Background: an optimization exercise with open tools, aiming at small area and a short achievable clock period. Do not read the settings as production practice.
At most, simulation tests tie the RTL to the original design; equivalence was not proved.
Power figures rest on the tool's default switching activity, not on a simulated workload.

try-maple:
==> flow/design.v (excerpt) <==
module CannyEdge(dAddrRegRow, dAddrRegCol, bWE, bCE, InData, OutData,
	OPMode, bOPEnable, dReadReg, dWriteReg,	clk, rst_b);
make LEC_CHECK=0 CAP_MARGIN=20 CORE_MARGIN=2 CORE_UTILIZATION=40 SETUP_SLACK_MARGIN=5 SLEW_MARGIN=20 finish   # period 10.0 ns
run.sh (not shown) runs the stock make flow with config.mk's settings and CLKGATE_MAP_FILE= SYNTH_SCRIPT=/design/flow/synth_recipe.tcl, a recipe that flattens the netlist after the stock synthesis.
Setup changes, try-maple to try-delta
# try-maple
export LEC_CHECK = 0
export CAP_MARGIN = 20
export CORE_MARGIN = 2
export CORE_UTILIZATION = 40
export SETUP_SLACK_MARGIN = 5
export SLEW_MARGIN = 20
create_clock -name core_clock -period 10.0 [get_ports {clk}]
# try-delta
export LEC_CHECK = 0
export CAP_MARGIN = 20
export CORE_MARGIN = 2
export CORE_UTILIZATION = 40
export SLEW_MARGIN = 20
create_clock -name core_clock -period 10.0 [get_ports {clk}]
- In summary, try-delta completed successfully, with a layout that passed the timing, design-rule and antenna checks.
- Final routed wire length divided by cell count ended up 0.51 um lower on try-delta than on try-maple.
- Design internal power in try-delta is 0.00019 W higher than in try-maple
- When try-delta is measured against try-maple, its via count normalized by instance count turns out about 0.4% lower.
- Relative to try-maple, routed wire length decreased by 3.5% in try-delta.
- Relative to try-maple, try-delta improves number of vias after detailed routing.
> inputs changed (try-delta -> try-raven)
==> flow/flow/run.sh (new file) <==
#!/bin/bash
cp standard.sh standard_sh.log
cp config.mk config_mk.log
export SETUP_SLACK_MARGIN=7
bash standard.sh > standard.log 2>&1
==> flow/standard.sh (new file) <==
#!/bin/bash
# synth_recipe.tcl (not shown) runs the flow's synth.tcl, then flattens the netlist and writes it again
# the make line also repeats each setting of config.mk as NAME=value (left out here)
make -C /OpenROAD-flow-scripts/flow DESIGN_CONFIG=/design/flow/config.mk WORK_HOME=/design/flow/orfs CLKGATE_MAP_FILE= SYNTH_SCRIPT=/design/flow/synth_recipe.tcl "${@:-finish}"
removed: flow/run.sh
==> comparison <==
try-raven improves on try-delta in clock skew. Diff try-delta -> try-raven | worst hold slack | increase of 0.0040 ns. [try-raven] global routing met1 resource utilization rose 2.5 points relative to try-delta. When the final numbers for try-raven and try-delta were put side by side, the period utilization turned out to be greater in try-delta. Relative to try-delta, the via total after detailed routing measured on try-raven has increased by a little under 10%. Area growth from synthesis to layout was lower in try-delta than in try-raven. try-delta ended up with clock as its group with the largest share of power; try-raven ended up with registers. Compared with try-delta, try-raven shows met3 track utilization from global routing higher by 1.6 points.
No run of this note included a check of the RTL's function; only the layout flow was run.

* * *

Another version of the RTL of CannyEdge (not shown whole).
Size: ~38 I/O pins, about 22,000 um^2 of cells after synthesis.
==> flow/config.mk <==
export PLATFORM = sky130hd
export DESIGN_NAME = CannyEdge
export DESIGN_NICKNAME = CannyEdge
export VERILOG_FILES = /design/flow/design.v
export SDC_FILE = /design/flow/constraint.sdc
export NUM_CORES = 4
export LEC_CHECK = 0
export CAP_MARGIN = 20
export CORE_MARGIN = 2
export CORE_UTILIZATION = 40
export SLEW_MARGIN = 20
==> flow/constraint.sdc <==
create_clock -name core_clock -period 10.0 [get_ports {clk}]
set_input_delay 2.0000 -clock core_clock [delete_from_list [all_inputs] [get_ports {clk}]]
set_output_delay 2.0000 -clock core_clock [all_outputs]
set_load 0.01 [all_outputs]
standard.sh (not shown) runs the stock make flow with config.mk's settings and CLKGATE_MAP_FILE= SYNTH_SCRIPT=/design/flow/synth_recipe.tcl, a recipe that flattens the netlist after the stock synthesis.
==> flow/flow/run.sh <==
#!/bin/bash
# Layout flow: the standard flow (standard.sh), unchanged synthesis, plus
#  1. fapol.py on the synthesized netlist: full adders are self-dual, so
#     each fa cell may be fed complemented inputs and give complemented
#     outputs; fapol picks the polarities that need the fewest inverters
#     and rewrites the netlist (registers and ports untouched).
#  2. port buffers of a plain buffer cell (buf_2) instead of the default pick,
#  3. the resizer's setup margin raised so repair_timing keeps shortening
#     the critical paths past the 10 ns constraint,
#  4. a clock tree of smaller buffers and no dummy loads.
# Each tool's output goes to a log file in this folder.
set -u
R=orfs/results/${FLOW_PLATFORM:-sky130hd}/CannyEdge/base
export BUFFER_PORTS_ARGS="-buffer_cell sky130_fd_sc_hd__buf_2"
export SETUP_SLACK_MARGIN=${MARGIN:-6.2}
export CTS_ARGS="-sink_clustering_enable -repair_clock_nets -dont_use_dummy_load -buf_list sky130_fd_sc_hd__clkbuf_8 -sink_clustering_size 16 -sink_clustering_max_diameter 60"
bash standard.sh synth > synth.log 2>&1 || exit 1
if python3 flow/fapol.py $R/1_2_yosys.v $R/1_2_yosys_fapol.v > fapol.log 2>&1; then
  cp $R/1_2_yosys.v $R/1_2_yosys_std.v
  cp $R/1_2_yosys_fapol.v $R/1_2_yosys.v
  rm -f $R/1_synth.odb $R/1_synth.sdc
fi
bash standard.sh > standard.log 2>&1
Other scripts of this flow, unchanged in this note and not shown: flow/flow/fapol.py
Then changed:
--- a/flow/config.mk
+++ b/flow/config.mk
@@ -8,4 +8,4 @@
 export CAP_MARGIN = 20
 export CORE_MARGIN = 2
-export CORE_UTILIZATION = 40
+export CORE_UTILIZATION = 60
 export SLEW_MARGIN = 20
After rerunning: The changed run completed with no timing, DRC or antenna violations. Clock skew climbs by 0.0052 ns. Setup slack gets worse by 0.20 ns. Hold slack gets better by 0.0082 ns. Cell count went down by roughly a tenth. Area after synthesis is unchanged. Cell area drops slightly. Global-route usage climbs by 13 points.
Then changed:
--- a/flow/flow/run.sh
+++ b/flow/flow/run.sh
@@ -13,5 +13,5 @@
 R=orfs/results/${FLOW_PLATFORM:-sky130hd}/CannyEdge/base
 export BUFFER_PORTS_ARGS="-buffer_cell sky130_fd_sc_hd__buf_2"
-export SETUP_SLACK_MARGIN=${MARGIN:-6.2}
+export SETUP_SLACK_MARGIN=${MARGIN:-6.0}
 export CTS_ARGS="-sink_clustering_enable -repair_clock_nets -dont_use_dummy_load -buf_list sky130_fd_sc_hd__clkbuf_8 -sink_clustering_size 16 -sink_clustering_max_diameter 60"
 bash standard.sh synth > synth.log 2>&1 || exit 1
--- a/flow/config.mk
+++ b/flow/config.mk
@@ -8,4 +8,4 @@
 export CAP_MARGIN = 20
 export CORE_MARGIN = 2
-export CORE_UTILIZATION = 60
+export CORE_UTILIZATION = 40
 export SLEW_MARGIN = 20
Routed wire length drops by a few percent.
Die area climbs by well over a third.
Clock power climbs by roughly a tenth.
Global-route usage drops by 14 points.
Function was not checked in any run of this note: the RTL went through the layout flow alone.

* * *

Another version of the RTL of CannyEdge (not shown whole).
Size: about 1600 cells after synthesis, roughly 38 I/O pins, roughly 22000 um2 of cells after synthesis.
// CannyEdge
module CannyEdge(dAddrRegRow, dAddrRegCol, bWE, bCE, InData, OutData,
	OPMode, bOPEnable, dReadReg, dWriteReg,	clk, rst_b);
input 	[2:0]	dAddrRegRow, dAddrRegCol;
input		bWE, bCE;
input 	[7:0] 	InData;
output 	[7:0] 	OutData;
reg     [7:0] 	OutData;
input 	[2:0]	OPMode;
input 		bOPEnable;
input 	[3:0]	dReadReg, dWriteReg;
input		clk, rst_b;
reg [7:0] regX [0:24];
reg [1:0] y6c;			 
reg z2, z6, z10, z18;		 
reg [1:0] st;			 
reg [1:0] pc;			 
reg [1:0] dc;			 
reg [7:0] Out_gf, Out_gradient;
reg [1:0] Out_dir;		 
reg       Out_bThres;
reg [11:0] gs0, gs1, gs2, gs3;	 
reg signed [10:0] Gx, Gy;
wire [7:0] rdec = 8'd1 << dAddrRegRow;
wire [7:0] cdec = 8'd1 << dAddrRegCol;
reg  [24:0] hit;
integer hr, hc;
always @(*) begin
	hit = 25'd0;
	for (hr = 0; hr < 8; hr = hr + 1)
		for (hc = 0; hc < 8; hc = hc + 1)
			if (hr*5 + hc <= 24)
				hit[hr*5 + hc] = hit[hr*5 + hc] | (rdec[hr] & cdec[hc]);
end
wire step   = bCE & ~bOPEnable;
wire m_gau  = OPMode == 3'd0;
wire m_sob  = OPMode == 3'd1;
wire m_nms  = OPMode == 3'd2;
wire m_hys  = OPMode == 3'd3;
wire [7:0] x0 = regX[0], x1 = regX[1], x2 = regX[2], x3 = regX[3], x4 = regX[4];
wire [7:0] x5 = regX[5], x6 = regX[6], x7 = regX[7], x8 = regX[8], x9 = regX[9];
wire [7:0] x10 = regX[10], x11 = regX[11], x12 = regX[12], x13 = regX[13], x14 = regX[14];
wire [7:0] x15 = regX[15], x16 = regX[16], x17 = regX[17], x18 = regX[18], x19 = regX[19];
wire [7:0] x20 = regX[20], x21 = regX[21], x22 = regX[22], x23 = regX[23], x24 = regX[24];
wire [11:0] gsum0, gsum1, gsum2, gsum3;
wire g_1 = x1[0] ^ x3[0] ^ x5[0];
wire g_2 = (x1[0] & x3[0]) | (x1[0] & x5[0]) | (x3[0] & x5[0]);
wire g_3 = x9[0] ^ x15[0] ^ x19[0];
wire g_4 = (x9[0] & x15[0]) | (x9[0] & x19[0]) | (x15[0] & x19[0]);
wire g_5 = x21[0] ^ x23[0] ^ g_1;
  ...
==> flow/config.mk <==
export PLATFORM = sky130hd
export DESIGN_NAME = CannyEdge
export DESIGN_NICKNAME = CannyEdge
export VERILOG_FILES = /design/flow/design.v
export SDC_FILE = /design/flow/constraint.sdc
export NUM_CORES = 4
export LEC_CHECK = 0
export CAP_MARGIN = 20
export CORE_MARGIN = 2
export CORE_UTILIZATION = 40
export SLEW_MARGIN = 20
==> flow/constraint.sdc <==
create_clock -name core_clock -period 10.0 [get_ports {clk}]
set_input_delay 2.0000 -clock core_clock [delete_from_list [all_inputs] [get_ports {clk}]]
set_output_delay 2.0000 -clock core_clock [all_outputs]
set_load 0.01 [all_outputs]
==> flow/flow/run.sh <==
#!/bin/bash
# Layout flow: the standard flow (standard.sh), unchanged synthesis, plus
#  1. fapol.py on the synthesized netlist: full adders are self-dual, so
#     each fa cell may be fed complemented inputs and give complemented
#     outputs; fapol picks the polarities that need the fewest inverters
#     and rewrites the netlist (registers and ports untouched).
#  2. port buffers of a plain buffer cell (buf_2) instead of the default pick,
#  3. the resizer's setup margin raised so repair_timing keeps shortening
#     the critical paths past the 10 ns constraint,
#  4. a clock tree of smaller buffers and no dummy loads.
# Each tool's output goes to a log file in this folder.
set -u
R=orfs/results/${FLOW_PLATFORM:-sky130hd}/CannyEdge/base
export BUFFER_PORTS_ARGS="-buffer_cell sky130_fd_sc_hd__buf_2"
export SETUP_SLACK_MARGIN=${MARGIN:-6.0}
export CTS_ARGS="-sink_clustering_enable -repair_clock_nets -dont_use_dummy_load -buf_list sky130_fd_sc_hd__clkbuf_8 -sink_clustering_size 16 -sink_clustering_max_diameter 60"
bash standard.sh synth > synth.log 2>&1 || exit 1
if python3 flow/fapol.py $R/1_2_yosys.v $R/1_2_yosys_fapol.v > fapol.log 2>&1; then
  cp $R/1_2_yosys.v $R/1_2_yosys_std.v
  cp $R/1_2_yosys_fapol.v $R/1_2_yosys.v
  rm -f $R/1_synth.odb $R/1_synth.sdc
fi
bash standard.sh > standard.log 2>&1
Other scripts of this flow, unchanged in this note and not shown: flow/flow/fapol.py
==> next run, changes <==
--- a/flow/flow/run.sh
+++ b/flow/flow/run.sh
@@ -14,3 +14,3 @@
 export BUFFER_PORTS_ARGS="-buffer_cell sky130_fd_sc_hd__buf_2"
-export SETUP_SLACK_MARGIN=${MARGIN:-6.0}
+export SETUP_SLACK_MARGIN=${MARGIN:-6.4}
 export CTS_ARGS="-sink_clustering_enable -repair_clock_nets -dont_use_dummy_load -buf_list sky130_fd_sc_hd__clkbuf_8 -sink_clustering_size 16 -sink_clustering_max_diameter 60"
Outcome: The changed run completed without violations. Routed wire length rises by 4.5%. Combinational power rises by about 9%. Via count rises by 2.2%.
==> next run, changes <==
--- a/flow/flow/run.sh
+++ b/flow/flow/run.sh
@@ -14,3 +14,3 @@
 export BUFFER_PORTS_ARGS="-buffer_cell sky130_fd_sc_hd__buf_2"
-export SETUP_SLACK_MARGIN=${MARGIN:-6.4}
+export SETUP_SLACK_MARGIN=${MARGIN:-5.6}
 export CTS_ARGS="-sink_clustering_enable -repair_clock_nets -dont_use_dummy_load -buf_list sky130_fd_sc_hd__clkbuf_8 -sink_clustering_size 16 -sink_clustering_max_diameter 60"
Wire length fell by a few percent.
Total power rose slightly.
Area after synthesis is unchanged.
Final cell count fell by a few percent.
Maximum frequency fell by a few percent.
Die area stays the same.
Synthesized cell count stays the same.
Setup slack degrades by 0.19 ns.

* * *

Another version of the RTL of CannyEdge (not shown whole).
For scale: roughly 1800 cells after synthesis, about 38 I/O pins, ~23000 um2 of cells after synthesis.
export LEC_CHECK = 0
export CAP_MARGIN = 20
export CORE_MARGIN = 2
export CORE_UTILIZATION = 40
export SLEW_MARGIN = 20
create_clock -name core_clock -period 10.0 [get_ports {clk}]
==> flow/flow/run.sh <==
#!/bin/bash
# The standard layout (standard.sh), with:
#  - port buffers of a plain buffer cell (buf_2) instead of the default pick,
#  - the resizer's setup margin raised so repair_timing keeps shortening
#    the critical paths past the 10 ns constraint.
export BUFFER_PORTS_ARGS="-buffer_cell sky130_fd_sc_hd__buf_2"
export SETUP_SLACK_MARGIN=5.5
bash standard.sh > standard.log 2>&1
The first run passed the timing, design-rule and antenna checks.
Edit:
==> flow/flow/run.sh (replaced) <==
#!/bin/bash
# The standard layout (standard.sh), with:
#  - port buffers of a plain buffer cell (buf_2) instead of the default pick,
#  - the resizer's setup margin raised so repair_timing keeps shortening
#    the critical paths past the 10 ns constraint,
#  - a clock tree of smaller buffers and no dummy loads.
export BUFFER_PORTS_ARGS="-buffer_cell sky130_fd_sc_hd__buf_2"
export SETUP_SLACK_MARGIN=6
export CTS_ARGS="-sink_clustering_enable -repair_clock_nets -dont_use_dummy_load -buf_list sky130_fd_sc_hd__clkbuf_8 -sink_clustering_size 16 -sink_clustering_max_diameter 60"
bash standard.sh > standard.log 2>&1
Power came out lower by 18%.
Routed wire length came out higher by 2.6%.
Utilization came out higher by 1.1 points.
Clock skew came out higher by 0.040 ns.
Clock-buffer cell count came out lower by 9.
Worst setup slack gains 0.061 ns.
Global-route usage came out higher by 0.38 points.
Critical path depth came out higher by 2.
Synthesized area stays the same.
Final area came out higher by 2.5%.
No run of this note included a check of the RTL's function; only the layout flow was run.

* * *

Another version of the RTL of CannyEdge (not shown whole).
Size in the first run: ~1900 cells after synthesis, ~38 I/O pins, about 22000 µm² of cells after synthesis.
// CannyEdge
module CannyEdge(dAddrRegRow, dAddrRegCol, bWE, bCE, InData, OutData,
	OPMode, bOPEnable, dReadReg, dWriteReg,	clk, rst_b);
input 	[2:0]	dAddrRegRow, dAddrRegCol;
input		bWE, bCE;
input 	[7:0] 	InData;
output 	[7:0] 	OutData;
reg     [7:0] 	OutData;
input 	[2:0]	OPMode;
input 		bOPEnable;
input 	[3:0]	dReadReg, dWriteReg;
input		clk, rst_b;
reg [7:0] regX [0:24];
reg [1:0] y6c;			 
reg z2, z6, z10, z18;		 
reg [1:0] st;			 
reg [1:0] pc;			 
reg [1:0] dc;			 
reg [7:0] Out_gf, Out_gradient;
reg [1:0] Out_dir;		 
reg       Out_bThres;
reg [12:0] gs0, gs1, gs2, gs3, gs4;	 
reg signed [10:0] Gx, Gy;
wire [7:0] rdec = 8'd1 << dAddrRegRow;
wire [7:0] cdec = 8'd1 << dAddrRegCol;
reg  [24:0] hit;
integer hr, hc;
always @(*) begin
	hit = 25'd0;
	for (hr = 0; hr < 8; hr = hr + 1)
		for (hc = 0; hc < 8; hc = hc + 1)
			if (hr*5 + hc <= 24)
				hit[hr*5 + hc] = hit[hr*5 + hc] | (rdec[hr] & cdec[hc]);
end
wire step   = bCE & ~bOPEnable;
wire m_gau  = OPMode == 3'd0;
wire m_sob  = OPMode == 3'd1;
wire m_nms  = OPMode == 3'd2;
wire m_hys  = OPMode == 3'd3;
wire [7:0] x0 = regX[0], x1 = regX[1], x2 = regX[2], x3 = regX[3], x4 = regX[4];
wire [7:0] x5 = regX[5], x6 = regX[6], x7 = regX[7], x8 = regX[8], x9 = regX[9];
wire [7:0] x10 = regX[10], x11 = regX[11], x12 = regX[12], x13 = regX[13], x14 = regX[14];
wire [7:0] x15 = regX[15], x16 = regX[16], x17 = regX[17], x18 = regX[18], x19 = regX[19];
wire [7:0] x20 = regX[20], x21 = regX[21], x22 = regX[22], x23 = regX[23], x24 = regX[24];
wire [12:0] gsum0, gsum1, gsum2, gsum3, gsum4;
wire g_1 = x1[0] ^ x3[0] ^ x5[0];
wire g_2 = (x1[0] & x3[0]) | (x1[0] & x5[0]) | (x3[0] & x5[0]);
wire g_3 = x9[0] ^ x15[0] ^ x19[0];
wire g_4 = (x9[0] & x15[0]) | (x9[0] & x19[0]) | (x15[0] & x19[0]);
wire g_5 = x21[0] ^ x23[0] ^ g_1;
wire g_6 = (x21[0] & x23[0]) | (x21[0] & g_1) | (x23[0] & g_1);
wire g_7 = x1[1] ^ x3[1] ^ x5[1];
wire g_8 = (x1[1] & x3[1]) | (x1[1] & x5[1]) | (x3[1] & x5[1]);
wire g_9 = x9[1] ^ x15[1] ^ x19[1];
wire g_10 = (x9[1] & x15[1]) | (x9[1] & x19[1]) | (x15[1] & x19[1]);
wire g_11 = x21[1] ^ x23[1] ^ g_2;
wire g_12 = (x21[1] & x23[1]) | (x21[1] & g_2) | (x23[1] & g_2);
wire g_13 = g_4 ^ g_7 ^ g_9;
wire g_14 = (g_4 & g_7) | (g_4 & g_9) | (g_7 & g_9);
wire g_15 = g_6 ^ g_11;
  ...
==> flow/config.mk <==
export PLATFORM = sky130hd
export DESIGN_NAME = CannyEdge
export DESIGN_NICKNAME = CannyEdge
export VERILOG_FILES = /design/flow/design.v
export SDC_FILE = /design/flow/constraint.sdc
export NUM_CORES = 4
export LEC_CHECK = 0
export ABC_AREA = 1
export CAP_MARGIN = 20
export CORE_MARGIN = 2
export CORE_UTILIZATION = 40
export SLEW_MARGIN = 20
==> flow/constraint.sdc <==
create_clock -name core_clock -period 10.0 [get_ports {clk}]
set_input_delay 2.0000 -clock core_clock [delete_from_list [all_inputs] [get_ports {clk}]]
set_output_delay 2.0000 -clock core_clock [all_outputs]
set_load 0.01 [all_outputs]
==> flow/flow/run.sh <==
#!/bin/bash
# Layout flow: the standard flow (standard.sh), unchanged synthesis, plus
#  1. fapol.py on the synthesized netlist: full adders are self-dual, so
#     each fa cell may be fed complemented inputs and give complemented
#     outputs; fapol picks the polarities that need the fewest inverters
#     and rewrites the netlist (registers and ports untouched).
#  2. port buffers of a plain buffer cell (buf_2) instead of the default pick,
#  3. the resizer's setup margin raised so repair_timing keeps shortening
#     the critical paths past the 10 ns constraint,
#  4. a clock tree of smaller buffers and no dummy loads.
# Each tool's output goes to a log file in this folder.
set -u
R=orfs/results/${FLOW_PLATFORM:-sky130hd}/CannyEdge/base
export BUFFER_PORTS_ARGS="-buffer_cell sky130_fd_sc_hd__buf_2"
export SETUP_SLACK_MARGIN=${MARGIN:-6.0}
export CTS_ARGS="-sink_clustering_enable -repair_clock_nets -dont_use_dummy_load -buf_list sky130_fd_sc_hd__clkbuf_8 -sink_clustering_size 16 -sink_clustering_max_diameter 60"
bash standard.sh synth > synth.log 2>&1 || exit 1
if python3 flow/fapol.py $R/1_2_yosys.v $R/1_2_yosys_fapol.v > fapol.log 2>&1; then
  cp $R/1_2_yosys.v $R/1_2_yosys_std.v
  cp $R/1_2_yosys_fapol.v $R/1_2_yosys.v
  rm -f $R/1_synth.odb $R/1_synth.sdc
fi
bash standard.sh > standard.log 2>&1
Other scripts of this flow, unchanged in this note and not shown: flow/flow/fapol.py
The baseline went through all stages and came out clean.
Change:
--- a/flow/flow/run.sh
+++ b/flow/flow/run.sh
@@ -13,5 +13,5 @@
 R=orfs/results/${FLOW_PLATFORM:-sky130hd}/CannyEdge/base
 export BUFFER_PORTS_ARGS="-buffer_cell sky130_fd_sc_hd__buf_2"
-export SETUP_SLACK_MARGIN=${MARGIN:-6.0}
+export SETUP_SLACK_MARGIN=${MARGIN:-6.4}
 export CTS_ARGS="-sink_clustering_enable -repair_clock_nets -dont_use_dummy_load -buf_list sky130_fd_sc_hd__clkbuf_8 -sink_clustering_size 16 -sink_clustering_max_diameter 60"
 bash standard.sh synth > synth.log 2>&1 || exit 1
ABC_AREA = not set   (was 1)
Effect:
- The new run completed with no timing, DRC or antenna violations
- wire length climbs by a few percent
- die area goes down slightly
- setup slack gains 0.045 ns
- area after synthesis shrinks slightly
- final area is higher by a few percent
- final cell count went down by roughly a tenth
- via count fell by a few percent
- sequential cell count does not change
Change:
--- a/flow/flow/run.sh
+++ b/flow/flow/run.sh
@@ -13,5 +13,5 @@
 R=orfs/results/${FLOW_PLATFORM:-sky130hd}/CannyEdge/base
 export BUFFER_PORTS_ARGS="-buffer_cell sky130_fd_sc_hd__buf_2"
-export SETUP_SLACK_MARGIN=${MARGIN:-6.4}
+export SETUP_SLACK_MARGIN=${MARGIN:-6.2}
 export CTS_ARGS="-sink_clustering_enable -repair_clock_nets -dont_use_dummy_load -buf_list sky130_fd_sc_hd__clkbuf_8 -sink_clustering_size 16 -sink_clustering_max_diameter 60"
 bash standard.sh synth > synth.log 2>&1 || exit 1
ABC_AREA = 1   (was not set)
Synthesized cell count went up by 26%; setup slack improved by 0.089 ns; routed wire length falls by 0.53%; hold slack is better by 0.0043 ns; clock skew is about the same.

[separate check: timing with driven ports]
How much do the figures lean on ideal ports? The routed layouts below were timed once more, with nothing changed but the port constraints.
Step 1, drivers: a clkbuf_16 drives clk and a buf_2 each remaining input, both assumed.
Step 2 adds t to the input delays and takes it off the output delays; t is the mean of the earliest and latest rising clock arrival at the registers after step 1. Input paths then give back, and output paths get back, about the clock's delay inside the block.
Three values: ideal, step 1, step 2; two values: the first two.
| run | t, ns | setup slack, ns | worst data-port slew with drivers (ns) | pins driven straight from the clock port |
|---|---|---|---|---|
| try-maple | 0.626 | 4.956 / 4.956 / 4.558 | 0.05 | 1 |
| try-delta | 0.616 | 4.720 / 4.720 / 4.230 | 0.06 | 1 |
| try-raven | 0.609 | 5.002 / 5.002 / 5.002 | 0.08 | 1 |
| the first run of note 2 | 0.661 | 6.101 / 6.101 / 5.545 | 0.05 | 1 |
| the second run of note 2 | 0.680 | 5.903 / 5.903 / 5.583 | 0.03 | 1 |
| the third run of note 2 | 0.644 | 5.929 / 5.929 / 5.405 | 0.04 | 1 |
| the first run of note 3 | 0.652 | 5.863 / 5.863 / 5.272 | 0.06 | 1 |
| the second run of note 3 | 0.677 | 5.863 / 5.863 / 5.686 | 0.10 | 1 |
| the third run of note 3 | 0.645 | 5.678 / 5.679 / 5.065 | 0.03 | 1 |
| the first run of note 4 | 0.605 | 5.562 / 5.562 / 5.144 | 0.03 | 1 |
| the second run of note 4 | 0.651 | 5.623 / 5.623 / 5.438 | 0.04 | 1 |
| the first run of note 5 | 0.683 | 6.040 / 6.040 / 5.495 | 0.07 | 1 |
| the second run of note 5 | 0.694 | 6.085 / 6.085 / 5.696 | 0.10 | 1 |
| the third run of note 5 | 0.664 | 6.174 / 6.174 / 5.667 | 0.06 | 1 |
After both steps every run listed still meets setup and hold. The setup slack of the third run of note 3, which loses most, moves by +0.001 ns with the drivers and by -0.613 ns with both steps.
